Source: an optimization exercise on an open RTL-to-GDS flow (aim: small area). Production flows keep margins and buffers that such runs may drop.
The RTL was checked by simulation tests, not by an equivalence proof against the original design.
Power figures rest on the tool's default switching activity, not on a simulated workload.

File: flow/design.v
`timescale 1ns / 1ps
module buzzer(
input clk,
input rst,
input up,
input down,
output buzzer_out
    );
    reg [1:0]  song;
    reg [11:0] tune;       
    reg        fin;        
    reg [8:0]  slot;       
    reg        match;      
    reg [8:0]  cnt;        
    reg        wave;
    function [8:0] pre_match;
        input [3:0] n;
        begin
            case (n)
            4'd0: pre_match = 9'h001;   
            4'd1: pre_match = 9'h1c4;   
            4'd3: pre_match = 9'h064;   
            4'd5: pre_match = 9'h01d;   
            4'd6: pre_match = 9'h138;   
            4'd7: pre_match = 9'h1d7;   
            4'd8: pre_match = 9'h1d2;   
            4'd9: pre_match = 9'h0bb;   
            4'd10: pre_match = 9'h014;   
            4'd11: pre_match = 9'h154;   
            4'd12: pre_match = 9'h05a;   
            4'd13: pre_match = 9'h16e;   
            4'd14: pre_match = 9'h083;   
            4'd15: pre_match = 9'h174;   
            default: pre_match = 9'h001;
            endcase
        end
    endfunction
    wire [4:0] raw;
    song_table table0(.a({song, tune[8:0]}), .q(raw));
    wire       in_song   = (tune[11:9] == 3'd0) & ~fin;
    wire [3:0] note      = in_song ? raw[3:0] : 4'd0;
    wire       next_cont = in_song & raw[4];
    wire       slot_end  = (slot == 9'h0c4);
    wire       fin_flip  = fin & (tune[8:0] == 9'd399) & (slot == 9'h0df);
    wire       flip      = match | (slot_end & ~fin & ~next_cont) | fin_flip;
    always @(posedge clk)
    begin
        if (~rst) begin
            song <= 2'd0;
            tune <= 12'd0;
            fin  <= 1'b0;
            slot <= 9'h001;
        end
        else begin
            if (up | down) begin
                song <= up ? song - 2'd1 : song + 2'd1;
                tune <= 12'd0;
                fin  <= 1'b0;
                slot <= 9'h001;
            end
            else if (fin_flip) begin
                tune <= 12'd0;
                slot <= 9'h001;
            end
            else if (slot_end) begin
                slot <= 9'h001;
                if (tune[11]) begin
                    fin  <= 1'b1;
                    tune <= 12'd0;
                end
                else
                    tune <= tune + 12'd1;
            end
            else
                slot <= {slot[7:0], slot[8] ^ slot[4]};
        end
    end
    always @(posedge clk)
        match <= ~flip & (cnt == pre_match(note));
    always @(posedge clk)
    begin
        if (~rst) begin
            wave <= 1'b0;
            cnt  <= 9'h126;
        end
        else begin
            if (flip) begin
                wave <= ~wave;
                cnt  <= 9'h04d;
            end
            else
                cnt <= {cnt[7:0], cnt[8] ^ cnt[4] ^ ((cnt[7:0] == 8'd0) & cnt[8])};
        end
    end
    assign buzzer_out = wave;
endmodule
module song_table(a, q);
  input [10:0] a;
  wire [10:0] a;
  output [4:0] q;
  wire [4:0] q;
  wire _000_;
  wire _001_;
  wire _002_;
  wire _003_;
  wire _004_;
  wire _005_;
  wire _006_;
  wire _007_;
  wire _008_;
  wire _009_;
  wire _010_;
  wire _011_;
  wire _012_;
  wire _013_;
  wire _014_;
  wire _015_;
  wire _016_;
  wire _017_;
  wire _018_;
  wire _019_;
  wire _020_;
  wire _021_;
  wire _022_;
  wire _023_;
  wire _024_;
  wire _025_;
  wire _026_;
  wire _027_;
  wire _028_;
  wire _029_;
  wire _030_;
  wire _031_;
  wire _032_;
  wire _033_;
  wire _034_;
  wire _035_;
  wire _036_;
  wire _037_;
  wire _038_;
  wire _039_;
  wire _040_;
  wire _041_;
  wire _042_;
  wire _043_;
  wire _044_;
  wire _045_;
  wire _046_;
  wire _047_;
  wire _048_;
  wire _049_;
  wire _050_;
  wire _051_;
  wire _052_;
  wire _053_;
  wire _054_;
  wire _055_;
  wire _056_;
  wire _057_;
  wire _058_;
  wire _059_;
  wire _060_;
  wire _061_;
  wire _062_;
  wire _063_;
  wire _064_;
  wire _065_;
  wire _066_;
  wire _067_;
  wire _068_;
  wire _069_;
  wire _070_;
  wire _071_;
  wire _072_;
  wire _073_;
  wire _074_;
  wire _075_;
  wire _076_;
  wire _077_;
  wire _078_;
  wire _079_;
  wire _080_;
  wire _081_;
  wire _082_;
  wire _083_;
  wire _084_;
  wire _085_;
  wire _086_;
  wire _087_;
  wire _088_;
  wire _089_;
  wire _090_;
  wire _091_;
  wire _092_;
  wire _093_;
  wire _094_;
  wire _095_;
  wire _096_;
  wire _097_;
  wire _098_;
  wire _099_;
  wire _100_;
  wire _101_;
  wire _102_;
  wire _103_;
  wire _104_;
  wire _105_;
  wire _106_;
  wire _107_;
  wire _108_;
  wire _109_;
  wire _110_;
  wire _111_;
  wire _112_;
  wire _113_;
  wire _114_;
  wire _115_;
  wire _116_;
  wire _117_;
  wire _118_;
  wire _119_;
  wire _120_;
  wire _121_;
  wire _122_;
  wire _123_;
  wire _124_;
  wire _125_;
  wire _126_;
  wire _127_;
  wire _128_;
  wire _129_;
  wire _130_;
  wire _131_;
  wire _132_;
  wire _133_;
  wire _134_;
  wire _135_;
  wire _136_;
  wire _137_;
  wire _138_;
  wire _139_;
  wire _140_;
  wire _141_;
  wire _142_;
  wire _143_;
  wire _144_;
  wire _145_;
  wire _146_;
  wire _147_;
  wire _148_;
  wire _149_;
  wire _150_;
  wire _151_;
  wire _152_;
  wire _153_;
  wire _154_;
  wire _155_;
  wire _156_;
  wire _157_;
  wire _158_;
  wire _159_;
  wire _160_;
  wire _161_;
  wire _162_;
  wire _163_;
  wire _164_;
  wire _165_;
  wire _166_;
  wire _167_;
  wire _168_;
  wire _169_;
  wire _170_;
  wire _171_;
  wire _172_;
  wire _173_;
  wire _174_;
  wire _175_;
  wire _176_;
  wire _177_;
  wire _178_;
  wire _179_;
  wire _180_;
  wire _181_;
  wire _182_;
  wire _183_;
  wire _184_;
  wire _185_;
  wire _186_;
  wire _187_;
  wire _188_;
  wire _189_;
  wire _190_;
  wire _191_;
  wire _192_;
  wire _193_;
  wire _194_;
  wire _195_;
  wire _196_;
  wire _197_;
  wire _198_;
  wire _199_;
  wire _200_;
  wire _201_;
  wire _202_;
  wire _203_;
  wire _204_;
  wire _205_;
  wire _206_;
  wire _207_;
  wire _208_;
  wire _209_;
  wire _210_;
  wire _211_;
  wire _212_;
  wire _213_;
  wire _214_;
  wire _215_;
  wire _216_;
  wire _217_;
  wire _218_;
  wire _219_;
  wire _220_;
  wire _221_;
  wire _222_;
  wire _223_;
  wire _224_;
  wire _225_;
  wire _226_;
  wire _227_;
  wire _228_;
  wire _229_;
  wire _230_;
  wire _231_;
  wire _232_;
  wire _233_;
  wire _234_;
  wire _235_;
  wire _236_;
  wire _237_;
  wire _238_;
  wire _239_;
  wire _240_;
  wire _241_;
  wire _242_;
  wire _243_;
  wire _244_;
  wire _245_;
  wire _246_;
  wire _247_;
  wire _248_;
  wire _249_;
  wire _250_;
  wire _251_;
  wire _252_;
  wire _253_;
  wire _254_;
  wire _255_;
  wire _256_;
  wire _257_;
  wire _258_;
  wire _259_;
  wire _260_;
  wire _261_;
  wire _262_;
  wire _263_;
  wire _264_;
  wire _265_;
  wire _266_;
  wire _267_;
  wire _268_;
  wire _269_;
  wire _270_;
  wire _271_;
  wire _272_;
  wire _273_;
  wire _274_;
  wire _275_;
  wire _276_;
  wire _277_;
  wire _278_;
  wire _279_;
  wire _280_;
  wire _281_;
  wire _282_;
  wire _283_;
  wire _284_;
  wire _285_;
  wire _286_;
  wire _287_;
  wire _288_;
  wire _289_;
  wire _290_;
  wire _291_;
  wire _292_;
  wire _293_;
  wire _294_;
  wire _295_;
  wire _296_;
  wire _297_;
  wire _298_;
  wire _299_;
  wire _300_;
  wire _301_;
  wire _302_;
  wire _303_;
  wire _304_;
  wire _305_;
  wire _306_;
  wire _307_;
  wire _308_;
  wire _309_;
  wire _310_;
  wire _311_;
  wire _312_;
  wire _313_;
  wire _314_;
  wire _315_;
  wire _316_;
  wire _317_;
  wire _318_;
  wire _319_;
  wire _320_;
  wire _321_;
  wire _322_;
  wire _323_;
  wire _324_;
  wire _325_;
  wire _326_;
  wire _327_;
  wire _328_;
  wire _329_;
  wire _330_;
  wire _331_;
  wire _332_;
  wire _333_;
  wire _334_;
  wire _335_;
  wire _336_;
  wire _337_;
  wire _338_;
  wire _339_;
  wire _340_;
  wire _341_;
  wire _342_;
  wire _343_;
  wire _344_;
  wire _345_;
  wire _346_;
  wire _347_;
  wire _348_;
  wire _349_;
  wire _350_;
  wire _351_;
  wire _352_;
  wire _353_;
  wire _354_;
  wire _355_;
  wire _356_;
  wire _357_;
  wire _358_;
  wire _359_;
  wire _360_;
  wire _361_;
  wire _362_;
  wire _363_;
  wire _364_;
  wire _365_;
  wire _366_;
  wire _367_;
  wire _368_;
  wire _369_;
  wire _370_;
  wire _371_;
  wire _372_;
  wire _373_;
  wire _374_;
  wire _375_;
  wire _376_;
  wire _377_;
  wire _378_;
  wire _379_;
  wire _380_;
  wire _381_;
  wire _382_;
  wire _383_;
  wire _384_;
  wire _385_;
  wire _386_;
  wire _387_;
  wire _388_;
  wire _389_;
  wire _390_;
  wire _391_;
  wire _392_;
  wire _393_;
  wire _394_;
  wire _395_;
  wire _396_;
  wire _397_;
  wire _398_;
  wire _399_;
  wire _400_;
  wire _401_;
  wire _402_;
  wire _403_;
  wire _404_;
  wire _405_;
  wire _406_;
  wire _407_;
  wire _408_;
  wire _409_;
  wire _410_;
  wire _411_;
  wire _412_;
  wire _413_;
  wire _414_;
  wire _415_;
  wire _416_;
  wire _417_;
  wire _418_;
  wire _419_;
  wire _420_;
  wire _421_;
  wire _422_;
  wire _423_;
  wire _424_;
  wire _425_;
  wire _426_;
  wire _427_;
  wire _428_;
  wire _429_;
  assign _070_ = ~(a[3] | a[4]);
  assign _081_ = ~_070_;
  assign _092_ = ~a[5];
  assign _102_ = a[4] | ~(a[1]);
  assign _113_ = ~a[0];
  assign _124_ = a[3] | ~(a[2]);
  assign _135_ = _113_ & ~(_124_);
  assign _146_ = _102_ & ~(_135_);
  assign _157_ = _146_ | _092_;
  assign _167_ = a[5] | ~(a[6]);
  assign _178_ = ~a[1];
  assign _189_ = a[1] | a[3];
  assign _200_ = a[2] ? _178_ : _189_;
  assign _210_ = ~(a[0] & a[2]);
  assign _221_ = a[3] & ~(_210_);
  assign _232_ = a[0] | ~(a[1]);
  assign _243_ = a[4] & ~(_232_);
  assign _254_ = _243_ | _221_;
  assign _265_ = _200_ & ~(_254_);
  assign _276_ = _265_ | _167_;
  assign _287_ = ~a[6];
  assign _297_ = a[5] | a[2];
  assign _308_ = _297_ & ~(_232_);
  assign _319_ = ~a[2];
  assign _330_ = a[3] | ~(a[4]);
  assign _341_ = _319_ & ~(_330_);
  assign _352_ = _341_ | _308_;
  assign _363_ = _287_ & ~(_352_);
  assign _374_ = _276_ & ~(_363_);
  assign _376_ = _374_ | ~(_157_);
  assign _377_ = _376_ | _081_;
  assign _378_ = ~a[10];
  assign _379_ = ~_210_;
  assign _380_ = a[6] & a[3];
  assign _381_ = ~_380_;
  assign _382_ = a[5] | ~(a[4]);
  assign _383_ = a[2] & ~(a[1]);
  assign _384_ = ~(_383_ & _382_);
  assign _385_ = ~(a[5] | a[4]);
  assign _386_ = a[2] & a[4];
  assign _387_ = ~(_386_ | _385_);
  assign _388_ = _384_ & ~(_387_);
  assign _389_ = ~(_388_ | _381_);
  assign _390_ = _389_ & ~(_379_);
  assign _391_ = _390_ | _378_;
  assign _392_ = _377_ & ~(_391_);
  assign _393_ = a[3] & ~(a[4]);
  assign _394_ = a[6] & a[5];
  assign _395_ = _393_ | ~(_394_);
  assign _396_ = _319_ & ~(_189_);
  assign _397_ = _287_ & ~(_385_);
  assign _398_ = _396_ & ~(_397_);
  assign _399_ = _395_ & ~(_398_);
  assign _400_ = _113_ & ~(_399_);
  assign _401_ = a[5] & a[2];
  assign _402_ = _401_ & ~(a[0]);
  assign _403_ = _297_ & ~(_402_);
  assign _404_ = ~(_403_ | _400_);
  assign _405_ = a[3] & ~(a[6]);
  assign _406_ = _167_ & ~(a[1]);
  assign _407_ = _406_ & ~(_405_);
  assign _408_ = a[3] & a[4];
  assign _409_ = _408_ | _178_;
  assign _410_ = _409_ | ~(_081_);
  assign _411_ = _092_ & ~(_410_);
  assign _412_ = a[6] & ~(a[2]);
  assign _413_ = _330_ & ~(_092_);
  assign _414_ = _412_ & ~(_413_);
  assign _415_ = _377_ & ~(_414_);
  assign _416_ = _415_ | _411_;
  assign _417_ = _382_ | _319_;
  assign _418_ = ~(a[2] | a[4]);
  assign _419_ = _418_ | _386_;
  assign _420_ = a[6] & ~(_419_);
  assign _421_ = _417_ & ~(_420_);
  assign _422_ = ~(_167_ & a[1]);
  assign _423_ = _422_ | _421_;
  assign _424_ = a[3] & ~(_423_);
  assign _425_ = a[2] & ~(a[6]);
  assign _426_ = ~(_425_ & _178_);
  assign _427_ = _157_ & ~(_426_);
  assign _428_ = _427_ | a[0];
  assign _429_ = _428_ | _424_;
  assign _000_ = _429_ | ~(_416_);
  assign _001_ = a[1] & ~(a[6]);
  assign _002_ = _001_ ^ _000_;
  assign _003_ = _393_ & ~(_002_);
  assign _004_ = _003_ | _407_;
  assign _005_ = ~(_004_ & _404_);
  assign _006_ = ~(_001_ | _000_);
  assign _007_ = _407_ | _393_;
  assign _008_ = _007_ | _404_;
  assign _009_ = _006_ & ~(_008_);
  assign _010_ = a[0] & a[5];
  assign _011_ = _010_ | ~(_418_);
  assign _012_ = a[2] | ~(a[4]);
  assign _013_ = a[0] & a[1];
  assign _014_ = _013_ & _012_;
  assign _015_ = ~a[4];
  assign _016_ = _015_ & ~(_124_);
  assign _017_ = _016_ | _014_;
  assign _018_ = _011_ & ~(_017_);
  assign _019_ = _018_ | _009_;
  assign _020_ = _019_ | ~(_005_);
  assign _021_ = _178_ & ~(_012_);
  assign _022_ = _021_ & ~(a[3]);
  assign _023_ = ~(_022_ & _167_);
  assign _024_ = _023_ | _000_;
  assign _025_ = ~(a[1] | a[4]);
  assign _026_ = a[2] & ~(_408_);
  assign _027_ = _026_ | _025_;
  assign _028_ = _027_ & ~(_167_);
  assign _029_ = _024_ & ~(_028_);
  assign _030_ = _015_ & ~(_167_);
  assign _031_ = ~a[3];
  assign _032_ = _167_ & ~(_015_);
  assign _033_ = _032_ | _031_;
  assign _034_ = ~(_033_ | _030_);
  assign _035_ = a[6] & ~(a[3]);
  assign _036_ = _035_ | _210_;
  assign _037_ = ~(_036_ | _034_);
  assign _038_ = _020_ ? _029_ : _037_;
  assign _039_ = _038_ & _392_;
  assign _040_ = ~(a[8] | a[7]);
  assign _041_ = ~(_040_ & a[9]);
  assign _042_ = ~(_041_ | _039_);
  assign _043_ = ~(a[6] | a[5]);
  assign _044_ = ~_043_;
  assign _045_ = a[7] & ~(a[8]);
  assign _046_ = ~(_045_ & a[9]);
  assign _047_ = _046_ | _044_;
  assign _048_ = _232_ | _408_;
  assign _049_ = _025_ & ~(_113_);
  assign _050_ = _048_ & ~(_049_);
  assign _051_ = _050_ | a[2];
  assign _052_ = _408_ & ~(_113_);
  assign _053_ = _052_ | _025_;
  assign _054_ = a[0] & ~(a[1]);
  assign _055_ = _054_ | _319_;
  assign _056_ = _053_ & ~(_055_);
  assign _057_ = _051_ & ~(_056_);
  assign _058_ = _057_ | _047_;
  assign _059_ = a[8] & ~(a[9]);
  assign _060_ = _059_ & ~(a[7]);
  assign _061_ = _060_ | ~(_058_);
  assign _062_ = _408_ | a[5];
  assign _063_ = _062_ | _021_;
  assign _064_ = _070_ & ~(_287_);
  assign _065_ = _167_ & ~(_064_);
  assign _066_ = _063_ & ~(_065_);
  assign _067_ = _066_ | ~(_061_);
  assign _068_ = a[10] & ~(_067_);
  assign _069_ = _399_ | a[7];
  assign _071_ = _043_ & ~(a[4]);
  assign _072_ = ~a[7];
  assign _073_ = a[2] & a[3];
  assign _074_ = _073_ | _072_;
  assign _075_ = _071_ & ~(_074_);
  assign _076_ = ~a[8];
  assign _077_ = a[10] & ~(a[9]);
  assign _078_ = ~(_077_ & _076_);
  assign _079_ = _078_ | _075_;
  assign _080_ = _069_ & ~(_079_);
  assign _082_ = a[10] & ~(_047_);
  assign _083_ = ~(_383_ & _393_);
  assign _084_ = _082_ & ~(_083_);
  assign _085_ = a[2] & a[1];
  assign _086_ = a[8] | ~(a[9]);
  assign _087_ = _085_ & ~(_086_);
  assign _088_ = _087_ | _059_;
  assign _089_ = ~(_075_ & a[10]);
  assign _090_ = _088_ & ~(_089_);
  assign _091_ = _090_ | _084_;
  assign _093_ = _091_ | _080_;
  assign _094_ = _093_ | _068_;
  assign q[3] = _094_ | _042_;
  assign _095_ = _039_ | _276_;
  assign _096_ = _394_ & ~(a[2]);
  assign _097_ = a[0] ? _380_ : _096_;
  assign _098_ = _102_ | ~(_097_);
  assign _099_ = ~_385_;
  assign _100_ = _383_ | _113_;
  assign _101_ = _419_ & ~(_100_);
  assign _103_ = _099_ & ~(_101_);
  assign _104_ = a[3] & ~(_103_);
  assign _105_ = ~(_104_ | _376_);
  assign _106_ = _098_ & ~(_105_);
  assign _107_ = ~(_035_ | _405_);
  assign _108_ = _107_ ^ _379_;
  assign _109_ = _108_ | _092_;
  assign _110_ = _106_ & ~(_109_);
  assign _111_ = ~(a[0] ^ a[2]);
  assign _112_ = ~(_111_ | _410_);
  assign _114_ = _041_ | _378_;
  assign _115_ = _043_ & _070_;
  assign _116_ = _115_ | _114_;
  assign _117_ = _116_ | _389_;
  assign _118_ = _117_ | _112_;
  assign _119_ = _118_ | _110_;
  assign _120_ = _119_ | _004_;
  assign _121_ = _095_ & ~(_120_);
  assign _122_ = _167_ & ~(a[2]);
  assign _123_ = a[2] & ~(_167_);
  assign _125_ = _123_ | _178_;
  assign _126_ = _125_ | _122_;
  assign _127_ = ~(_425_ | _412_);
  assign _128_ = _418_ | a[1];
  assign _129_ = _127_ & ~(_128_);
  assign _130_ = _126_ & ~(_129_);
  assign _131_ = _031_ & ~(_130_);
  assign _132_ = _405_ & ~(a[4]);
  assign _133_ = a[5] & a[4];
  assign _134_ = ~(a[8] ^ a[7]);
  assign _136_ = _133_ | ~(_134_);
  assign _137_ = _136_ | _132_;
  assign _138_ = ~(_137_ | _131_);
  assign _139_ = a[6] & ~(a[8]);
  assign _140_ = _067_ & ~(_139_);
  assign _141_ = a[5] ? _015_ : _386_;
  assign _142_ = _141_ & ~(_381_);
  assign _143_ = _189_ & ~(_015_);
  assign _144_ = _096_ & ~(_143_);
  assign _145_ = _144_ | _072_;
  assign _147_ = ~(_145_ | _142_);
  assign _148_ = _133_ | _408_;
  assign _149_ = _148_ | _386_;
  assign _150_ = ~(_149_ & _147_);
  assign _151_ = _150_ | _140_;
  assign _152_ = ~(_115_ & _058_);
  assign _153_ = _319_ & ~(_152_);
  assign _154_ = _067_ & ~(a[7]);
  assign _155_ = _154_ | _153_;
  assign _156_ = _151_ & ~(_155_);
  assign _158_ = ~(_156_ | _138_);
  assign _159_ = ~_077_;
  assign _160_ = _159_ & ~(_082_);
  assign _161_ = _158_ & ~(_160_);
  assign _162_ = _378_ & ~(_041_);
  assign _163_ = _070_ ? _287_ : _044_;
  assign _164_ = _162_ & ~(_163_);
  assign _165_ = _164_ | _161_;
  assign q[2] = _165_ | _121_;
  assign _166_ = a[6] ? a[3] : a[5];
  assign _168_ = _166_ & ~(a[4]);
  assign _169_ = a[6] & a[4];
  assign _170_ = _169_ & ~(a[3]);
  assign _171_ = _170_ | a[10];
  assign _172_ = _171_ | _168_;
  assign _173_ = _106_ & ~(_391_);
  assign _174_ = _173_ | _041_;
  assign _175_ = _396_ & ~(_099_);
  assign _176_ = _133_ & _405_;
  assign _177_ = _176_ | _175_;
  assign _179_ = _147_ & ~(_177_);
  assign _180_ = _077_ & ~(_179_);
  assign _181_ = _180_ | _153_;
  assign _182_ = _069_ | _167_;
  assign _183_ = ~(_043_ | _394_);
  assign _184_ = _016_ & ~(_183_);
  assign _185_ = _184_ | _076_;
  assign _186_ = _182_ & ~(_185_);
  assign _187_ = ~(a[5] | a[1]);
  assign _188_ = _187_ | ~(_127_);
  assign _190_ = ~(_426_ & _076_);
  assign _191_ = _188_ & ~(_190_);
  assign _192_ = _386_ | a[3];
  assign _193_ = _192_ | _191_;
  assign _194_ = _148_ & ~(_183_);
  assign _195_ = _194_ | a[7];
  assign _196_ = _193_ & ~(_195_);
  assign _197_ = _196_ | _186_;
  assign _198_ = _181_ & ~(_197_);
  assign _199_ = ~(_133_ & _287_);
  assign _201_ = a[6] ^ a[4];
  assign _202_ = ~(_201_ | _297_);
  assign _203_ = _199_ & ~(_202_);
  assign _204_ = _203_ | _031_;
  assign _205_ = _061_ & ~(_204_);
  assign _206_ = _205_ | _198_;
  assign _207_ = _174_ & ~(_206_);
  assign q[1] = _172_ & ~(_207_);
  assign _208_ = ~(_412_ & _330_);
  assign _209_ = a[1] & ~(_167_);
  assign _211_ = ~(_209_ & a[3]);
  assign _212_ = _380_ & ~(_113_);
  assign _213_ = _035_ & _383_;
  assign _214_ = _213_ | _212_;
  assign _215_ = _211_ & ~(_214_);
  assign _216_ = a[4] & ~(_215_);
  assign _217_ = _208_ & ~(_216_);
  assign _218_ = _217_ | _004_;
  assign _219_ = _003_ & ~(_167_);
  assign _220_ = ~(_383_ | _330_);
  assign _222_ = a[0] & ~(a[2]);
  assign _223_ = a[3] & ~(a[1]);
  assign _224_ = _223_ & ~(_222_);
  assign _225_ = _382_ & ~(_010_);
  assign _226_ = _225_ | _224_;
  assign _227_ = _226_ | _220_;
  assign _228_ = _341_ & ~(_232_);
  assign _229_ = _393_ & ~(a[1]);
  assign _230_ = _229_ | a[6];
  assign _231_ = _230_ | _228_;
  assign _233_ = _227_ & ~(_231_);
  assign _234_ = _223_ & ~(_287_);
  assign _235_ = _409_ & ~(_234_);
  assign _236_ = _401_ & ~(_235_);
  assign _237_ = _380_ | a[2];
  assign _238_ = _025_ & ~(_237_);
  assign _239_ = _209_ & _222_;
  assign _240_ = _239_ | _114_;
  assign _241_ = _240_ | _238_;
  assign _242_ = _241_ | _236_;
  assign _244_ = _242_ | _233_;
  assign _245_ = _244_ | _219_;
  assign _246_ = _218_ & ~(_245_);
  assign _247_ = _092_ & ~(_139_);
  assign _248_ = _247_ & ~(_201_);
  assign _249_ = _033_ & ~(_248_);
  assign _250_ = _249_ | a[2];
  assign _251_ = _073_ & ~(_199_);
  assign _252_ = _251_ | _134_;
  assign _253_ = _250_ & ~(_252_);
  assign _255_ = a[2] & ~(_025_);
  assign _256_ = _255_ & ~(_143_);
  assign _257_ = _382_ & ~(_394_);
  assign _258_ = a[4] | ~(a[5]);
  assign _259_ = ~(a[6] & a[1]);
  assign _260_ = _259_ | _401_;
  assign _261_ = a[5] & ~(a[1]);
  assign _262_ = _260_ & ~(_261_);
  assign _263_ = _258_ & ~(_262_);
  assign _264_ = a[3] ? _257_ : _263_;
  assign _266_ = _264_ | _256_;
  assign _267_ = _425_ & _393_;
  assign _268_ = _035_ & ~(_297_);
  assign _269_ = ~(_268_ | _267_);
  assign _270_ = _269_ | _232_;
  assign _271_ = ~(_270_ & _040_);
  assign _272_ = _266_ & ~(_271_);
  assign _273_ = _272_ | _253_;
  assign _274_ = _297_ & ~(_072_);
  assign _275_ = _274_ & ~(_016_);
  assign _277_ = _275_ | _187_;
  assign _278_ = ~_035_;
  assign _279_ = _278_ | _021_;
  assign _280_ = _277_ & ~(_279_);
  assign _281_ = _076_ ? _394_ : _043_;
  assign _282_ = _016_ & ~(_281_);
  assign _283_ = _282_ | _159_;
  assign _284_ = _283_ | _280_;
  assign _285_ = _273_ & ~(_284_);
  assign _286_ = ~(_070_ & _092_);
  assign _288_ = ~(_286_ & _107_);
  assign _289_ = _162_ & ~(_288_);
  assign _290_ = _289_ | _091_;
  assign _291_ = _290_ | _285_;
  assign q[0] = _291_ | _246_;
  assign _292_ = _213_ | _000_;
  assign _293_ = _276_ | ~(_022_);
  assign _294_ = _167_ & ~(_383_);
  assign _295_ = _294_ & ~(_127_);
  assign _296_ = _260_ & ~(_295_);
  assign _298_ = _393_ & ~(_296_);
  assign _299_ = _001_ & ~(_330_);
  assign _300_ = _299_ & ~(_352_);
  assign _301_ = ~(_187_ & _405_);
  assign _302_ = _319_ & ~(_301_);
  assign _303_ = _123_ & _408_;
  assign _304_ = _303_ | _113_;
  assign _305_ = _304_ | _302_;
  assign _306_ = _305_ | _300_;
  assign _307_ = _306_ | _298_;
  assign _309_ = _293_ & ~(_307_);
  assign _310_ = _309_ | _114_;
  assign _311_ = _292_ & ~(_310_);
  assign _312_ = ~(a[8] & a[7]);
  assign _313_ = a[3] | ~(a[0]);
  assign _314_ = _313_ | ~(_394_);
  assign _315_ = _314_ | _146_;
  assign _316_ = _401_ ^ a[4];
  assign _317_ = _278_ & ~(_316_);
  assign _318_ = _315_ & ~(_317_);
  assign _320_ = a[1] & ~(_318_);
  assign _321_ = _319_ ? a[1] : _382_;
  assign _322_ = _035_ & ~(_321_);
  assign _323_ = _322_ | _040_;
  assign _324_ = _323_ | _320_;
  assign _325_ = _269_ & ~(_379_);
  assign _326_ = _325_ | a[7];
  assign _327_ = _258_ | a[1];
  assign _328_ = _313_ | _169_;
  assign _329_ = _327_ & ~(_328_);
  assign _331_ = _326_ & ~(_329_);
  assign _332_ = a[4] & ~(_001_);
  assign _333_ = _167_ & ~(a[8]);
  assign _334_ = ~(_333_ & _382_);
  assign _335_ = _334_ | _332_;
  assign _336_ = _209_ | _031_;
  assign _337_ = _335_ & ~(_336_);
  assign _338_ = ~(a[0] | a[1]);
  assign _339_ = _338_ | _337_;
  assign _340_ = _339_ | _331_;
  assign _342_ = _324_ & ~(_340_);
  assign _343_ = _312_ & ~(_342_);
  assign _344_ = _343_ | _075_;
  assign _345_ = _012_ & ~(_148_);
  assign _346_ = _139_ & ~(_345_);
  assign _347_ = a[3] & ~(a[2]);
  assign _348_ = _115_ & ~(a[8]);
  assign _349_ = _348_ | _347_;
  assign _350_ = _349_ | _346_;
  assign _351_ = _187_ | _040_;
  assign _353_ = _351_ | _223_;
  assign _354_ = ~(_353_ | _100_);
  assign _355_ = ~(_354_ & _423_);
  assign _356_ = _350_ & ~(_355_);
  assign _357_ = _356_ | _159_;
  assign _358_ = _344_ & ~(_357_);
  assign _359_ = _347_ & ~(_015_);
  assign _360_ = _013_ & ~(_359_);
  assign _361_ = _162_ & ~(_360_);
  assign _362_ = _361_ | _358_;
  assign _364_ = ~_054_;
  assign _365_ = a[2] ? _232_ : _364_;
  assign _366_ = _073_ | a[4];
  assign _367_ = _366_ & ~(_049_);
  assign _368_ = _365_ & ~(_367_);
  assign _369_ = _341_ & ~(_364_);
  assign _370_ = ~(_369_ | _243_);
  assign _371_ = ~(_370_ & _082_);
  assign _372_ = ~(_371_ | _368_);
  assign _373_ = _372_ & ~(_158_);
  assign _375_ = _373_ | _362_;
  assign q[4] = _375_ | _311_;
endmodule
`timescale 1ns / 1ps
module toPosedge(
    input clk,
    input rst_n,
    input  sig_in,
    output sig_out
    );
    reg        prev;      
    reg        armed;     
    reg [10:0] cnt;
    wire       low_zero = (cnt[9:0] == 10'd0);
    wire       sat      = low_zero & ~cnt[10];
    wire       fb       = cnt[10] ^ cnt[8] ^ (low_zero & cnt[10]);
    always @(posedge clk) begin
        if (rst_n) begin
            prev  <= 1'b0;
            armed <= 1'b0;
            cnt   <= 11'h7f0;
        end
        else begin
            prev  <= sig_in;
            armed <= sat & prev;
            if (sig_in != prev)
                cnt <= 11'h7f0;
            else
                cnt <= {cnt[9:0], fb};
        end
    end
    assign sig_out = armed & ~prev;
endmodule
`timescale 1 ns / 1 ns
module vga_640x480(pclk, reset, hsync, vsync, h_cnt, line_base, line_odd);
   input             pclk;
   input             reset;
   output            hsync;
   output            vsync;
   output reg [9:0]  h_cnt;
   output reg [10:0] line_base;
   output reg        line_odd;
   wire line_end  = (h_cnt == 10'd909);
   wire frame_end = (line_base == 11'd1218) & ~line_odd;
   always @(posedge pclk)
      if (reset) begin
         h_cnt     <= 10'd110;
         line_base <= 11'd1956;
         line_odd  <= 1'b0;
      end
      else if (line_end) begin
         h_cnt <= 10'd110;
         if (frame_end) begin
            line_base <= 11'd1956;
            line_odd  <= 1'b0;
         end
         else begin
            if (line_odd)
               line_base <= line_base + 11'd5;
            line_odd <= ~line_odd;
         end
      end
      else
         h_cnt <= h_cnt + 10'd1;
   assign hsync = (h_cnt >= 10'd205);
   assign vsync = (line_base != 11'd1956);
endmodule
`timescale 1 ns / 1 ns
module logo_rom(h_cnt, line_base, rom_addr);
   input  [9:0]  h_cnt;
   input  [10:0] line_base;
   output [16:0] rom_addr;
   wire [10:0] hi      = line_base + {8'd0, h_cnt[9:7]};
   wire        at_edge = ~h_cnt[9] & ~h_cnt[8];
   assign rom_addr = {hi[10] ^ at_edge, hi[9:0], h_cnt[6:1]};
endmodule
`timescale 1 ns / 1 ns
module top_flyinglogo(clk, rst, hsync, vsync, vga_r, vga_g, vga_b, buzzer_out, button, rom_addr, rom_data);
   input           clk;
   input           rst;
   input [1:0]     button;
   output          hsync;
   output          vsync;
   output [3:0]    vga_r;
   output [3:0]    vga_g;
   output [3:0]    vga_b;
   output [16:0]   rom_addr;
   input  [11:0]   rom_data;
   output          buzzer_out;
   reg             rst_n;      
   wire            go_up, go_down;
   wire [9:0]      h_cnt;
   wire [10:0]     line_base;
   wire            line_odd;
   always @(posedge clk)
      rst_n <= ~rst;
   toPosedge btnUp(clk, rst_n, button[1], go_up);
   toPosedge btnDown(clk, rst_n, button[0], go_down);
   buzzer Buzzer(clk, rst, go_up, go_down, buzzer_out);
   vga_640x480 u2(.pclk(clk), .reset(rst_n), .hsync(hsync), .vsync(vsync),
                  .h_cnt(h_cnt), .line_base(line_base), .line_odd(line_odd));
   logo_rom u1(.h_cnt(h_cnt), .line_base(line_base), .rom_addr(rom_addr));
   reg             up_d, down_d;
   reg  [1:0]      focus_d;    
   reg  [6:0]      line_cnt;   
   reg  [3:0]      grey;       
   reg             darking;
   wire            line_end = (h_cnt == 10'd909);
   wire            fade_end = (line_cnt == 7'h01 && h_cnt == 10'd110) ||
                              (line_cnt == 7'h0b && h_cnt == 10'd310) ||
                              (line_cnt == 7'h44 && h_cnt == 10'd510) ||
                              (line_cnt == 7'h69 && h_cnt == 10'd710);
   always @(posedge clk) begin
      up_d   <= go_up & ~rst_n;
      down_d <= go_down & ~rst_n;
      if (rst_n)
         focus_d <= 2'd0;
      else if (up_d)
         focus_d <= focus_d - 2'd1;
      else if (down_d)
         focus_d <= focus_d + 2'd1;
      if (rst_n || (line_end && line_cnt == 7'h70))
         line_cnt <= 7'h01;
      else if (line_end)
         line_cnt <= {line_cnt[5:0], line_cnt[6] ^ line_cnt[5]};
      if (rst_n) begin
         grey    <= 4'd14;
         darking <= 1'b0;
      end
      else if (fade_end) begin
         grey    <= darking ? grey - 4'd1 : grey + 4'd1;
         if ((darking && grey == 4'd1) || (!darking && grey == 4'd14))
            darking <= ~darking;
      end
   end
   wire row_vis = (line_base == 11'd2041 && line_odd) || (line_base == 11'd2046) ||
                  (line_base < 11'd1192) || (line_base == 11'd1193 && !line_odd);
   wire visible = (h_cnt >= 10'd254) && (h_cnt < 10'd894) && row_vis;
   wire band1   = (line_base == 11'd2046) || (line_base < 11'd396);
   wire band2   = (line_base >= 11'd396) && (line_base < 11'd796);
   wire band3   = (line_base >= 11'd796) && (line_base < 11'd1956);
   wire in_band = (band1 && focus_d == 2'd1) || (band2 && focus_d == 2'd2) ||
                  (band3 && focus_d == 2'd3);
   wire grey_on = in_band && (rom_data != 12'd0);
   wire [11:0] pix = grey_on ? {grey, grey, grey} : rom_data;
   wire [11:0] vga_data = visible ? pix : 12'd0;
   assign vga_r = vga_data[11:8];
   assign vga_g = vga_data[7:4];
   assign vga_b = vga_data[3:0];
endmodule
File: flow/flow/run.sh
#!/bin/bash
# Own layout flow: the standard ORFS flow (standard.sh), with these changes:
#  * synthesis maps logic with an area-oriented ABC script (flow/area.abc) in
#    place of ORFS's speed script, and leaves adders to ABC instead of mapping
#    them to half/full-adder cells (ADDER_MAP_FILE empty). Everything else in
#    synthesis is the standard flow's own: synth_recipe.tcl is sourced unchanged and only
#    the abc call's -script argument is redirected;
#  * ports are buffered with sky130_fd_sc_hd__buf_1;
#  * clock tree synthesis uses clkbuf_8 and inserts no dummy loads.
# The make output (all tools) goes to flow_make.log in the work folder; ORFS
# keeps each step's log under orfs/logs/.
set -euo pipefail
W=$(pwd)
export AREA_ABC_SCRIPT="$W/flow/area.abc"
{
  echo 'proc abc {args} {'
  echo '  set i [lsearch -exact $args -script]'
  echo '  if {$i >= 0} { lset args [expr {$i + 1}] $::env(AREA_ABC_SCRIPT) }'
  echo '  yosys abc {*}$args'
  echo '}'
  cat "$W/synth_recipe.tcl"
} > "$W/area_synth.tcl"
EXTRA="SYNTH_SCRIPT=$W/area_synth.tcl ADDER_MAP_FILE= BUFFER_PORTS_ARGS='-buffer_cell sky130_fd_sc_hd__buf_1'"
EXTRA="$EXTRA CTS_ARGS='-sink_clustering_enable -repair_clock_nets -buf_list sky130_fd_sc_hd__clkbuf_8 -dont_use_dummy_load'"
sed -e "s#SYNTH_SCRIPT=[^ ]*#$EXTRA#" "$W/standard.sh" > "$W/area_standard.sh"
bash "$W/area_standard.sh" > "$W/flow_make.log" 2>&1
test -f "$W/out/final.def"
File: flow/flow/area.abc
strash
dc2
dch -f
if -K 4 -a
mfs2
strash
dc2
dch -f
amap
mfs2
strash
dch -f
amap
topo
File: flow/standard.sh
#!/bin/bash
# synth_recipe.tcl (not shown) runs the flow's synth.tcl, then flattens the netlist and writes it again
# the make line also repeats each setting of config.mk as NAME=value (left out here)
make -C /OpenROAD-flow-scripts/flow DESIGN_CONFIG=/design/flow/config.mk WORK_HOME=/design/flow/orfs CLKGATE_MAP_FILE= SYNTH_SCRIPT=/design/flow/synth_recipe.tcl "${@:-finish}"
File: flow/config.mk
export PLATFORM = sky130hd
export DESIGN_NAME = top_flyinglogo
export DESIGN_NICKNAME = top_flyinglogo
export VERILOG_FILES = /design/flow/design.v
export SDC_FILE = /design/flow/constraint.sdc
export NUM_CORES = 4
export LEC_CHECK = 0
export CAP_MARGIN = 20
export CORE_MARGIN = 2
export CORE_UTILIZATION = 65
export CTS_BUF_LIST = sky130_fd_sc_hd__clkbuf_8
export SLEW_MARGIN = 20
export SYNTH_MEMORY_MAX_BITS = 65536
File: flow/constraint.sdc
create_clock -name core_clock -period 10.0 [get_ports {clk}]
set_input_delay 2.0000 -clock core_clock [delete_from_list [all_inputs] [get_ports {clk}]]
set_output_delay 2.0000 -clock core_clock [all_outputs]
set_load 0.01 [all_outputs]
==> results of run 1 <==
-- flip-flops by register name (all words and copies together) (netlist names), 2 cells and up --
| register | flops |
|---|---|
| Buzzer.song | 2 |
| u2.h_cnt | 10 |
| focus_d | 2 |
| btnUp.cnt | 11 |
| Buzzer.slot | 9 |
| u2.line_base | 11 |
| Buzzer.tune | 12 |
| grey | 4 |
| line_cnt | 7 |
| Buzzer.cnt | 9 |
| btnDown.cnt | 11 |
-- kinds of logic after synthesis --
| group | after synthesis | share of synthesized area |
|---|---|---|
| AND/OR/NAND/NOR | 431 | 0.331 |
| buffers and inverters | 110 | 0.0744 |
| flip-flops | 100 | 0.342 |
| AO/OA/AOI/OAI | 221 | 0.249 |
| XOR/XNOR | 2 | 0.00300 |
-- cells in the mapped netlist (4+ instances only) --
master / number
or3_1: 9
a2111oi_0: 6
a31oi_1: 18
a22oi_1: 6
o21bai_1: 4
or2_0: 18
a221oi_1: 9
or4_1: 8
dfxtp_1: 100
o21ai_0: 54
nor3_1: 46
nand4_1: 8
nand4b_1: 4
nor2_1: 217
nor4_1: 22
nor2b_1: 13
o21a_1: 11
o22ai_1: 15
clkinv_1: 104
a21oi_1: 37
o311ai_0: 4
o221ai_1: 6
nand3_1: 18
a211oi_1: 21
o31ai_1: 5
buf_4: 6
nand2_1: 64
-- layout make-up --
| class | count | area (sq um) | area share |
|---|---|---|---|
| sequential | 100 | 2000 | 0.321 |
| tap | 108 | 135 | 0.0216 |
| inverter | 104 | 390 | 0.0625 |
| multi-input combinational | 654 | 3420 | 0.547 |
| clock buffer | 9 | 124 | 0.0198 |
| timing repair buffer | 47 | 176 | 0.0283 |
-- layer usage --
layer	up-vias	routed length (microns)	part of all wire
met2	574	8180	0.44
met3	139	2080	0.11
met4	0	1130	0.061
met5	-	0	0
met1	3079	7010	0.38
li1	3167	-	-
-- tightest hold or removal path, cell delays in order (launching register included) --
cell and delay [ns]:
dfxtp_1 0.31, clkinv_1 0.05, nor2_1 0.04
-- worst paths after layout --
check                              start                         to  slack, ns  cells after the start
max reg2reg  Buzzer.tune[2]$_SDFFE_PP0N_       Buzzer.match$_DFF_P_       2.97                     28
min            Buzzer.slot[5]$_SDFF_PP0_  Buzzer.slot[6]$_SDFF_PP0_       0.43                      2
max          Buzzer.tune[2]$_SDFFE_PP0N_       Buzzer.match$_DFF_P_       2.97                     28
min reg2reg    Buzzer.slot[5]$_SDFF_PP0_  Buzzer.slot[6]$_SDFF_PP0_       0.43                      2
-- metrics by stage --
step | setup slack [ns] | instances | utilization
CTS | 3.27 | 1022 | 0.715
floorplan | 4.53 | 864 | -
finish | 2.97 | 1022 | 0.716
global route | 2.29 | 1022 | 0.716
detailed placement | 3.24 | 1013 | 0.701
global placement | 3.45 | 1013 | 0.701
-- report_power, final --
group / total, mW / internal [mW] / switching, mW / leakage, nW
registers: 0.421 / 0.408 / 0.0126 / 0.814
logic: 0.0489 / 0.0173 / 0.0316 / 1.22
clock network: 0.205 / 0.0811 / 0.124 / 0.0647
==> reports/results.ini, run 1 <==
[status]
status=finished clean

[setup_path]
cp_max_fo=21
crit_path_start_kind=register
crit_slowest_cell=dfxtp_1
crit_family=compound AO/OA/AOI/OAI gates
crit_arrival_ns=7.33
crit_buf_inv=6
critical_path_required_ns=10.30
cpMostUsedCell=nor2_1
slowest_delay_ns=0.83
end_kind=register
path_class=reg -> reg

[final_layout]
final_common_cell=nor2_1
fin_nets=932
layout_common_cells=nor2_1 (217), clkinv_1 (104), dfxtp_1 (100)
drive_above_1_share=0.0109
diodes=0
final_area_sq_um=6240
syn2layout_area_growth_pct=6.76
nFillCells=696

[timing]
grt_setup_unrepaired=no
fmax_ghz=0.142
slew_headroom=0.335
tightest_slew_ns=0.993
period_share=0.703
tns_ns=0
setup_viol=0
skew_ns=0.0335
finalCriticalPeriod_ns=7.03
hold_viol=0
maxSlewViolCount=0
whs_ns=0.430

[floorplanning]
start_util=0.671
dieArea_sq_um=9770
row_count=34
ios=48
core_area_sq_um=8720
die_h_microns=98.9
die_x_microns=98.9

[global_route]
gr-usage-met3=0.0851
busiest_layer=met2
grt_util_met1=0.474
overflow=0
grt_use_total=0.376
grt_first_pass_wirelength_mm=30.5
grt_pass1_vias=6529
grtUsageMet2=0.602
antenna_found_initial=0
grt_max_degree=22

[clock_tree]
path_clk_slew_ns=0.11
cts_root_buffer=clkbuf_8
cts_setup_buffers=0
clk_latency_ns=0.37
cts_tree=done
cts_max_level=3
cts_hold_buffers=0
cts_sinks=100
post_cts_resized=0
cts_buffers=9
clock_path_buffers=2

[synthesis]
netlist_area_sq_um=5850
ys.flop_type=dfxtp_1
syn_inst=864
yosys_warnings=4
asyncSetResetFlopFracSynth=0
synth_top_area_frac=0.342
ys_types=46
avgSynthCellArea_sq_um=6.77
synthesis.nets=880
ys_ff_latch=100
yosysSeqAreaShare=0.342
synth_top_area_cell=dfxtp_1
synthTopCellsByArea=dfxtp_1 (34%), nor2_1 (14%), clkinv_1 (6.7%)
synth_edf_count=0

[placement]
place_area_sq_um=6120
post-dp-hpwl_mm=13.7
io_buffers=47
gp_congestion=1.14

[route]
drt_wl_total_mm=18.4
drt_iter0_markers=922
wl_per_cell_microns=18.0
drc=0
firstDrtPassIters=12
routed_via_density=6.81
dr_total_vias=6959
antenna_left=0

[run]
drv_cap=0

[pwr]
total_power_mw=0.675
leakage_nw=2.10
ir_drop_v=0.000116
power.density_nw_per_um2=108

[worst_hold_path]
hold_class=reg -> reg

==> run 2, diff against run 1 <==
--- a/flow/config.mk
+++ b/flow/config.mk
@@ -8,6 +8,7 @@
 export CAP_MARGIN = 20
 export CORE_MARGIN = 2
-export CORE_UTILIZATION = 65
+export CORE_UTILIZATION = 55
 export CTS_BUF_LIST = sky130_fd_sc_hd__clkbuf_8
+export GPL_TIMING_DRIVEN = 0
 export SLEW_MARGIN = 20
 export SYNTH_MEMORY_MAX_BITS = 65536
==> reports/results.ini, run 2 <==
[route]
drt_wl_total_mm=18.0  ; -2.0%
dr_total_vias=6717  ; -3.5%
routed_via_density=6.36  ; -6.6%
drc=0  ; unchanged
drt_iter0_markers=790  ; -14%
wl_per_cell_microns=17.1  ; -5.1%
firstDrtPassIters=5  ; -7
antenna_left=0  ; unchanged

[setup_path]
crit_arrival_ns=7.88  ; +0.55 ns
r2r_slack_ns=2.41  ; -0.56 ns
critical_path_required_ns=10.29  ; about the same
slowest_delay_ns=0.86  ; +0.03 ns
cpMostUsedCell=nor2_1
crit_slowest_cell=dfxtp_1
reg2reg_to=Buzzer.match$_DFF_P_
path_class=reg -> reg
ff2ff_path_depth=28  ; unchanged
crit_path_start=Buzzer.tune[2]$_SDFFE_PP0N_
crit_path_start_kind=register
r2r_start=Buzzer.tune[2]$_SDFFE_PP0N_
cp_max_fo=21  ; unchanged
end_kind=register

[synthesis]
synthTopCellsByArea=dfxtp_1 (34%), nor2_1 (14%), clkinv_1 (6.7%)
avgSynthCellArea_sq_um=6.77  ; unchanged
yosysSeqAreaShare=0.342  ; unchanged
synth_edf_count=0  ; unchanged
synth_common_cells=nor2_1 (217), clkinv_1 (104), dfxtp_1 (100), nand2_1 (64), o21ai_0 (54)
netlist_area_sq_um=5850  ; unchanged
synthesis.nets=880  ; unchanged
synth_top_area_frac=0.342  ; unchanged
ys_types=46  ; unchanged
ys_ff_latch=100  ; unchanged
synthMostInstantiatedCell=nor2_1
asyncSetResetFlopFracSynth=0  ; unchanged
yosys_warnings=4  ; unchanged
synth_top_area_cell=dfxtp_1
ys.flop_type=dfxtp_1
syn_inst=864  ; unchanged

[clock_tree]
cts_setup_buffers=0  ; unchanged
path_clk_slew_ns=0.10  ; about the same
cts_sinks=100  ; unchanged
cts_root_buffer=clkbuf_8
cts_hold_buffers=0  ; unchanged
clock_path_buffers=2  ; unchanged
clk_latency_ns=0.38  ; about the same
post_cts_resized=0  ; unchanged
cts_tree=done
cts_max_level=3  ; unchanged
cts_buffers=9  ; unchanged

[pwr]
leakage_nw=2.13  ; +1.3%
ir_drop_v=0.000152  ; +31%
power.density_nw_per_um2=106  ; -2.4%
total_power_mw=0.668  ; -1.1%

[floorplanning]
die_h_microns=107  ; +8.4%
ios=48  ; unchanged
die_x_microns=107  ; +8.4%
core_area_sq_um=10300  ; +18%
row_count=37  ; +8.8%
start_util=0.567  ; -0.104
dieArea_sq_um=11500  ; +17%

[global_route]
grt_use_total=0.318  ; -0.0583
grt_max_degree=22  ; unchanged
overflow=0  ; unchanged
grt_first_pass_wirelength_mm=29.1  ; -4.4%
antenna_found_initial=0  ; unchanged
grt_pass1_vias=6142  ; -5.9%

[final_layout]
largest-register=Buzzer.tune
fin_nets=938  ; +0.64%
final_cells=1056  ; +3.3%
diodes=0  ; unchanged
final_common_cell=nor2_1
largest_register_ffs=12  ; unchanged
nFillCells=927  ; +33%
drive_above_1_share=0.0174  ; +0.00645
syn2layout_area_growth_pct=8.13
layout_common_cells=nor2_1 (217), clkinv_1 (104), dfxtp_1 (100)

[placement]
gp_congestion=1.05  ; -8.5%
post-place-ws_ns=2.70  ; -0.541 ns
dp.cells=1047  ; +3.4%
post-dp-hpwl_mm=13.5  ; -1.5%
io_buffers=47  ; unchanged

[worst_hold_path]
whs_path_depth=1  ; -1
min_to=btnUp.cnt[6]$_SDFF_PP1_
worstHoldStart=btnUp.cnt[5]$_SDFF_PP1_
hold_class=reg -> reg

[timing]
skew_ns=0.0297  ; -0.00387 ns
period_share=0.759  ; +0.0559
hold_viol=0  ; unchanged
maxSlewViolCount=0  ; unchanged
slew_headroom=0.356  ; +0.0208
setup_slack_ns=2.41  ; -0.559 ns
setup_viol=0  ; unchanged
tightest_slew_ns=0.942  ; -0.0510 ns
fmax_ghz=0.132  ; -7.4%
finalCriticalPeriod_ns=7.59  ; +0.559 ns
grt_setup_unrepaired=no
tns_ns=0  ; unchanged

[run]
drv_cap=0  ; unchanged

[status]
status=finished clean

run 2: cell counts after synthesis:
No cell type changed its count.
run 2: worst max-delay path, delay by kind of cell, from the launching register on:
family | cells | cell delay, ns
AND/OR/NAND/NOR | 12 | 2.37
flip-flops | 1 | 0.86
buffers and inverters | 6 | 1.69
AO/OA/AOI/OAI | 10 | 2.55
run 2: final cells by class:
class                      instances  area, sq um  share of cell area
multi-input combinational        654         3420               0.540
inverter                         104          390              0.0617
clock buffer                       9          124              0.0196
timing repair buffer              47          176              0.0279
sequential                       100         2000               0.317
tap                              136          170              0.0269
buffer                             6         45.0             0.00712
run 2: routing by layer:
layer | global-route usage | vias to the layer above | share of wire
li1 | - | 3200 | -
met1 | 0.411 | 3046 | 0.41
met2 | 0.496 | 395 | 0.45
met3 | 0.0839 | 76 | 0.11
met4 | 0.141 | 0 | 0.036
met5 | 0 | - | 0
run 2: metrics by stage:
stage                     hold WS, ns  area, sq um  utilization
after floorplan                 0.403         5850            -
after detailed placement        0.419         6200        0.600
after global routing            0.456         6320        0.613
after global placement          0.416         6200        0.600
after CTS                       0.443         6320        0.612
final                           0.440         6320        0.613
run 2: worst max path at each step:
stage	end	slack [ns]	depth (start not counted)
detailed placement	Buzzer.match$_DFF_P_	2.70	28
floorplan	Buzzer.match$_DFF_P_	4.53	27
global placement	Buzzer.match$_DFF_P_	2.57	28
CTS	Buzzer.match$_DFF_P_	2.71	28
global route	Buzzer.match$_DFF_P_	1.95	29
finish	Buzzer.match$_DFF_P_	2.41	28
run 2: cells by family (layout without fill, tap and decap cells):
family,count (synthesis),in the layout,synth area share
XOR/XNOR,2,2,0.00300
AND/OR/NAND/NOR,431,431,0.331
buffers and inverters,110,166,0.0744
AO/OA/AOI/OAI,221,221,0.249
flip-flops,100,100,0.342
run 2: power by group:
part / total [mW] / leakage (nW) / switching, mW / internal, mW
sequential: 0.420 / 0.814 / 0.0116 / 0.408
clock: 0.198 / 0.0647 / 0.117 / 0.0808
combinational: 0.0494 / 1.25 / 0.0300 / 0.0193
==> run 3, diff against run 2 <==
--- a/flow/config.mk
+++ b/flow/config.mk
@@ -8,7 +8,6 @@
 export CAP_MARGIN = 20
 export CORE_MARGIN = 2
-export CORE_UTILIZATION = 55
+export CORE_UTILIZATION = 40
 export CTS_BUF_LIST = sky130_fd_sc_hd__clkbuf_8
-export GPL_TIMING_DRIVEN = 0
 export SLEW_MARGIN = 20
 export SYNTH_MEMORY_MAX_BITS = 65536
==> reports/results.ini, run 3 <==
[placement]
post-dp-hpwl_mm=13.3  ; -1.5%
place_area_sq_um=6250  ; +0.85%
gp_congestion=0.995  ; -4.9%
dp.cells=1094  ; +4.5%
post-place-ws_ns=3.47  ; +0.774 ns
io_buffers=47  ; unchanged

[final_layout]
drive_above_1_share=0.0152  ; -0.00216
syn2layout_area_growth_pct=8.94
fin_nets=937  ; -0.11%
layout_common_cells=nor2_1 (217), clkinv_1 (104), dfxtp_1 (100)
largest_register_ffs=12  ; unchanged
largest-register=Buzzer.tune
diodes=0  ; unchanged
final_common_cell=nor2_1
fin_util=0.442  ; -0.171
final_cells=1103  ; +4.5%
final_area_sq_um=6370  ; +0.75%

[synthesis]
yosysSeqAreaShare=0.342  ; unchanged
avgSynthCellArea_sq_um=6.77  ; unchanged
synth_common_cells=nor2_1 (217), clkinv_1 (104), dfxtp_1 (100), nand2_1 (64), o21ai_0 (54)
synth_top_area_frac=0.342  ; unchanged
netlist_area_sq_um=5850  ; unchanged
ys_types=46  ; unchanged
ys.flop_type=dfxtp_1
syn_inst=864  ; unchanged
synthMostInstantiatedCell=nor2_1
synthTopCellsByArea=dfxtp_1 (34%), nor2_1 (14%), clkinv_1 (6.7%)
synthesis.nets=880  ; unchanged
ys_ff_latch=100  ; unchanged
yosys_warnings=4  ; unchanged
synth_top_area_cell=dfxtp_1
asyncSetResetFlopFracSynth=0  ; unchanged
synth_edf_count=0  ; unchanged

[setup_path]
critical_path_required_ns=10.28  ; about the same
r2r_slack_ns=3.29  ; +0.88 ns
crit_path_end=Buzzer.match$_DFF_P_
crit_path_start_kind=register
end_kind=register
r2r_start=Buzzer.tune[4]$_SDFFE_PP0N_
reg2reg_to=Buzzer.match$_DFF_P_
crit_path_start=Buzzer.tune[4]$_SDFFE_PP0N_
crit_slowest_cell=o41ai_1
cp_max_fo=19  ; -9.5%
crit_arrival_ns=6.99  ; -0.89 ns
path_class=reg -> reg
slowest_delay_ns=0.66  ; -0.20 ns
ff2ff_path_depth=27  ; -3.6%
cpMostUsedCell=nor2_1

[timing]
period_share=0.671  ; -0.0879
tightest_slew_ns=0.772  ; -0.170 ns
whs_ns=0.435  ; -0.00495 ns
slew_headroom=0.472  ; +0.116
fmax_ghz=0.149  ; +13%
setup_viol=0  ; unchanged
skew_ns=0.0209  ; -0.00878 ns
maxSlewViolCount=0  ; unchanged
finalCriticalPeriod_ns=6.71  ; -0.879 ns
grt_setup_unrepaired=no
setup_slack_ns=3.29  ; +0.879 ns
hold_viol=0  ; unchanged
tns_ns=0  ; unchanged

[route]
dr_total_vias=6443  ; -4.1%
drc=0  ; unchanged
drt_iter0_markers=935  ; +18%
firstDrtPassIters=6  ; +1
antenna_left=0  ; unchanged
routed_via_density=5.84  ; -8.2%
wl_per_cell_microns=15.9  ; -6.9%
drt_wl_total_mm=17.5  ; -2.7%

[status]
status=finished clean

[clock_tree]
post_cts_resized=0  ; unchanged
cts_root_buffer=clkbuf_8
path_clk_slew_ns=0.10  ; about the same
cts_setup_buffers=0  ; unchanged
cts_hold_buffers=0  ; unchanged
clock_path_buffers=2  ; unchanged
cts_max_level=3  ; unchanged
cts_buffers=9  ; unchanged
cts_sinks=100  ; unchanged
clk_latency_ns=0.37  ; about the same
cts_tree=done

[floorplanning]
die_x_microns=125  ; +17%
dieArea_sq_um=15600  ; +36%
die_h_microns=125  ; +17%
ios=48  ; unchanged
row_count=44  ; +19%
start_util=0.406  ; -0.161
core_area_sq_um=14400  ; +40%

[pwr]
leakage_nw=2.13  ; about the same
power.density_nw_per_um2=105  ; -0.43%
ir_drop_v=0.000148  ; -3.2%
total_power_mw=0.670  ; +0.32%

[global_route]
grt_use_total=0.224  ; -0.0934
grt_pass1_vias=5737  ; -6.6%
overflow=0  ; unchanged
grt_max_degree=21  ; -4.5%
grt_first_pass_wirelength_mm=29.0  ; -0.50%
antenna_found_initial=0  ; unchanged

[worst_hold_path]
hold_class=reg -> reg

[run]
drv_cap=0  ; unchanged

## run 3: kinds of logic (layout without fill, tap and decap cells)
family                 count (synthesis)  in the layout  share of synthesized area
buffers and inverters                110            165                     0.0744
AND/OR/NAND/NOR                      431            431                      0.331
AO/OA/AOI/OAI                        221            221                      0.249
XOR/XNOR                               2              2                    0.00300
flip-flops                           100            100                      0.342
## run 3: critical path: cells and delay by family (launching register included)
| kind | cells | cell delay [ns] |
|---|---|---|
| buffers and inverters | 5 | 1.30 |
| flip-flops | 1 | 0.63 |
| AO/OA/AOI/OAI | 10 | 2.30 |
| AND/OR/NAND/NOR | 12 | 2.40 |
## run 3: final cells by class
class / count / area [sq um]
flip-flops and latches: 100 / 2000
clock buffers: 9 / 124
repair buffers: 52 / 214
inverters: 104 / 390
multi-input cells: 654 / 3410
well taps: 184 / 230
fillers: 1541 / 8050
## run 3: metal layers
layer / GRT usage / up-vias / share of wire
met3: 0.0447 / 85 / 0.085
met2: 0.323 / 321 / 0.41
met4: 0.107 / 0 / 0.046
li1: - / 3207 / -
met5: 0 / - / 0
met1: 0.321 / 2830 / 0.46
## run 3: worst min-delay path by stage
stage / from / end / slack, ns / cells after the start
2_1_floorplan: Buzzer.slot[5]$_SDFF_PP0_ / Buzzer.slot[6]$_SDFF_PP0_ / 0.40 / 2
3_3_place_gp: Buzzer.slot[5]$_SDFF_PP0_ / Buzzer.slot[6]$_SDFF_PP0_ / 0.42 / 2
3_5_place_dp: Buzzer.slot[5]$_SDFF_PP0_ / Buzzer.slot[6]$_SDFF_PP0_ / 0.43 / 2
4_1_cts: Buzzer.slot[5]$_SDFF_PP0_ / Buzzer.slot[6]$_SDFF_PP0_ / 0.44 / 2
5_1_grt: Buzzer.slot[5]$_SDFF_PP0_ / Buzzer.slot[6]$_SDFF_PP0_ / 0.46 / 2
6_report: btnDown.cnt[5]$_SDFF_PP1_ / btnDown.cnt[6]$_SDFF_PP1_ / 0.44 / 1
## run 3: report_power, final
group          switching [mW]  internal [mW]  total, mW
sequential             0.0121          0.408      0.420
combinational          0.0275         0.0173     0.0448
clock                   0.124         0.0810      0.204
==> run 4, diff against run 3 <==
--- a/flow/design.v
+++ b/flow/design.v
@@ -39,5 +39,4 @@
     song_table table0(.a({song, tune[8:0]}), .q(raw));
     wire       in_song   = (tune[11:9] == 3'd0) & ~fin;
-    wire [3:0] note      = in_song ? raw[3:0] : 4'd0;
     wire       next_cont = in_song & raw[4];
     wire       slot_end  = (slot == 9'h0c4);
@@ -77,5 +76,5 @@
     end
     always @(posedge clk)
-        match <= ~flip & (cnt == pre_match(note));
+        match <= ~flip & in_song & (cnt == pre_match(raw[3:0]));
     always @(posedge clk)
     begin
@@ -1067,12 +1066,10 @@
    reg             up_d, down_d;
    reg  [1:0]      focus_d;    
-   reg  [6:0]      line_cnt;   
+   reg  [6:0]      tick_cnt;   
    reg  [3:0]      grey;       
    reg             darking;
-   wire            line_end = (h_cnt == 10'd909);
-   wire            fade_end = (line_cnt == 7'h01 && h_cnt == 10'd110) ||
-                              (line_cnt == 7'h0b && h_cnt == 10'd310) ||
-                              (line_cnt == 7'h44 && h_cnt == 10'd510) ||
-                              (line_cnt == 7'h69 && h_cnt == 10'd710);
+   wire            tick     = (h_cnt == 10'd110) || (h_cnt == 10'd310) ||
+                              (h_cnt == 10'd510) || (h_cnt == 10'd710);
+   wire            fade_end = tick && (tick_cnt == 7'h01);
    always @(posedge clk) begin
       up_d   <= go_up & ~rst_n;
@@ -1084,8 +1081,8 @@
       else if (down_d)
          focus_d <= focus_d + 2'd1;
-      if (rst_n || (line_end && line_cnt == 7'h70))
-         line_cnt <= 7'h01;
-      else if (line_end)
-         line_cnt <= {line_cnt[5:0], line_cnt[6] ^ line_cnt[5]};
+      if (rst_n || (tick && tick_cnt == 7'h70))
+         tick_cnt <= 7'h01;
+      else if (tick)
+         tick_cnt <= {tick_cnt[5:0], tick_cnt[6] ^ tick_cnt[5]};
       if (rst_n) begin
          grey    <= 4'd14;
--- a/flow/config.mk
+++ b/flow/config.mk
@@ -8,5 +8,5 @@
 export CAP_MARGIN = 20
 export CORE_MARGIN = 2
-export CORE_UTILIZATION = 40
+export CORE_UTILIZATION = 65
 export CTS_BUF_LIST = sky130_fd_sc_hd__clkbuf_8
 export SLEW_MARGIN = 20
==> reports/results.ini, run 4 <==
[route]
routed_via_density=6.61  ; +13%
antenna_left=0  ; unchanged
drt_wl_total_mm=17.6  ; +0.53%
firstDrtPassIters=10  ; +4
wl_per_cell_microns=17.4  ; +9.5%
drc=0  ; unchanged
drt_iter0_markers=841  ; -10%
dr_total_vias=6696  ; +3.9%

[final_layout]
largest_register_ffs=12  ; unchanged
layout_common_cells=nor2_1 (223), clkinv_1 (105), dfxtp_1 (100)
fin_util=0.710  ; +0.268
final_cells=1013  ; -8.2%
syn2layout_area_growth_pct=7.16
final_common_cell=nor2_1
diodes=0  ; unchanged
fin_nets=923  ; -1.5%
largest-register=Buzzer.tune
drive_above_1_share=0.0122  ; -0.00308

[clock_tree]
cts_hold_buffers=0  ; unchanged
post_cts_resized=0  ; unchanged
cts_sinks=100  ; unchanged
cts_tree=done
clk_latency_ns=0.38  ; about the same
clock_path_buffers=2  ; unchanged
cts_root_buffer=clkbuf_8
cts_max_level=3  ; unchanged
cts_buffers=9  ; unchanged
path_clk_slew_ns=0.08  ; -0.02 ns
cts_setup_buffers=0  ; unchanged

[synthesis]
yosysSeqAreaShare=0.350  ; +0.00786
ys_types=43  ; -6.5%
netlist_area_sq_um=5720  ; -2.2%
synth_top_area_cell=dfxtp_1
asyncSetResetFlopFracSynth=0  ; unchanged
ys.flop_type=dfxtp_1
synth_edf_count=0  ; unchanged
ys_ff_latch=100  ; unchanged
synthesis.nets=869  ; -1.3%
synth_common_cells=nor2_1 (223), clkinv_1 (105), dfxtp_1 (100), nand2_1 (74), o21ai_0 (55)
yosys_warnings=4  ; unchanged
avgSynthCellArea_sq_um=6.70  ; -0.99%
synthMostInstantiatedCell=nor2_1
syn_inst=853  ; -1.3%
synth_top_area_frac=0.350  ; +0.00786
synthTopCellsByArea=dfxtp_1 (35%), nor2_1 (15%), clkinv_1 (6.9%)

[setup_path]
r2r_start=Buzzer.tune[6]$_SDFFE_PP0N_
crit_path_start_kind=register
end_kind=register
ff2ff_path_depth=24  ; -11%
critical_path_required_ns=10.27  ; about the same
crit_arrival_ns=7.12  ; +0.13 ns
cp_max_fo=14  ; -5
path_class=reg -> reg
crit_path_start=Buzzer.tune[6]$_SDFFE_PP0N_

[pwr]
ir_drop_v=0.000122  ; -18%
total_power_mw=0.692  ; +3.3%
power.density_nw_per_um2=113  ; +7.4%
leakage_nw=2.08  ; -2.2%

[status]
status=finished clean

[timing]
grt_setup_unrepaired=no
tightest_slew_ns=1.01  ; +0.234 ns
finalCriticalPeriod_ns=6.85  ; +0.137 ns
hold_viol=0  ; unchanged
slew_headroom=0.326  ; -0.146
tns_ns=0  ; unchanged
maxSlewViolCount=0  ; unchanged
whs_ns=0.430  ; -0.00475 ns
fmax_ghz=0.146  ; -2.0%
period_share=0.685  ; +0.0137
skew_ns=0.0463  ; +0.0254 ns
setup_viol=0  ; unchanged

[floorplanning]
start_util=0.662  ; +0.257
core_area_sq_um=8640  ; -40%
dieArea_sq_um=9560  ; -39%
row_count=34  ; -23%
ios=48  ; unchanged
die_h_microns=97.8  ; -22%
die_x_microns=97.8  ; -22%

[global_route]
antenna_found_initial=0  ; unchanged
grt_first_pass_wirelength_mm=29.0  ; about the same
grt_use_total=0.366  ; +0.142
grt_max_degree=22  ; +4.8%
grt_pass1_vias=6221  ; +8.4%
overflow=0  ; unchanged

[placement]
dp.cells=1004  ; -8.2%
gp_congestion=1.16  ; +17%
io_buffers=47  ; unchanged
post-dp-hpwl_mm=13.2  ; -0.20%

[run]
drv_cap=0  ; unchanged

[worst_hold_path]
worstHoldStart=Buzzer.slot[5]$_SDFF_PP0_
whs_path_depth=2  ; +1
hold_class=reg -> reg

run 4: kinds of logic after synthesis:
logic type,Yosys count,share of synthesized area
AND/OR/NAND/NOR,423,0.323
AO/OA/AOI/OAI,219,0.250
buffers and inverters,111,0.0768
flip-flops,100,0.350
run 4: power by group:
group          total (mW)  internal [mW]  leakage, nW  switching [mW]
registers           0.427          0.412        0.815          0.0143
clock network       0.207         0.0812       0.0647           0.126
logic              0.0579         0.0211         1.20          0.0368
total               0.692          0.514         2.08           0.177
run 4: per-stage QoR:
step	worst slack [ns]	instance area, sq um
2_1_floorplan	4.41	5720
3_3_place_gp	3.41	6000
3_5_place_dp	3.25	6000
4_1_cts	3.24	6130
5_1_grt	2.58	6130
6_report	3.15	6130
run 4: metal layers:
layer	vias to the layer above	track usage	share of wire
met2	472	0.586	0.45
met4	0	0.185	0.047
met3	107	0.0787	0.11
li1	3129	-	-
met1	2988	0.470	0.39
met5	-	0	0
run 4: layout make-up:
cell class,count,area (sq um)
Timing Repair Buffer,49,191
Tap cell,108,135
Clock buffer,9,124
Inverter,105,394
Sequential cell,100,2000
Fill cell,680,2510
Multi-Input combinational cell,642,3280
run 4: final timing paths:
check        slack [ns]                   endpoint
min                0.43  Buzzer.slot[6]$_SDFF_PP0_
max reg2reg        3.15       Buzzer.match$_DFF_P_
min reg2reg        0.43  Buzzer.slot[6]$_SDFF_PP0_
max                3.15       Buzzer.match$_DFF_P_
run 4: critical path, stage by stage (launching register included):
cell and delay [ns]:
dfxtp_1 0.63, clkinv_1 0.56, nor2_1 0.72, clkinv_1 0.43, a31oi_1 0.32, nor2b_1 0.10, nor3_1 0.26, o22a_1 0.18
nor3_1 0.07, a211oi_1 0.32, nor2_1 0.11, o21ai_0 0.25, o21a_1 0.16, nor4_1 0.08, nor2_1 0.12, nor4_1 0.07
nor3_1 0.62, clkinv_1 0.33, nor2_1 0.24, a21oi_1 0.07, o32ai_1 0.41, nor2_1 0.07, a221oi_1 0.24, o2111ai_1 0.18
nor3b_1 0.23

[afterwards: timing with drivers on the ports]
How much do the figures lean on ideal ports? The routed layouts below were timed once more, with nothing changed but the port constraints. Step 1 (the two cells are an assumption about what drives the block):
set clk [get_ports {clk}]
set_driving_cell -lib_cell sky130_fd_sc_hd__clkbuf_16 $clk
set_driving_cell -lib_cell sky130_fd_sc_hd__buf_2 [delete_from_list [all_inputs] $clk]
Step 2 also shifts input and output timing later by t, the mid clock arrival at the registers, as if the neighbouring blocks saw the same clock. Three values: no drivers, after step 1, after step 2; two values: the first two.
run | t, ns | setup slack, ns | worst setup path after step 2 | clock arrival spread, ns
run 1 | 0.390 | 2.969 / 2.969 / 2.969 | register to register | 0.034 / 0.034
run 2 | 0.398 | 2.410 / 2.410 / 2.410 | register to register | 0.032 / 0.032
run 3 | 0.394 | 3.289 / 3.289 / 3.289 | register to register | 0.021 / 0.021
run 4 | 0.389 | 3.152 / 3.152 / 3.152 | register to register | 0.047 / 0.047
After both steps setup and hold are still met in every run listed.
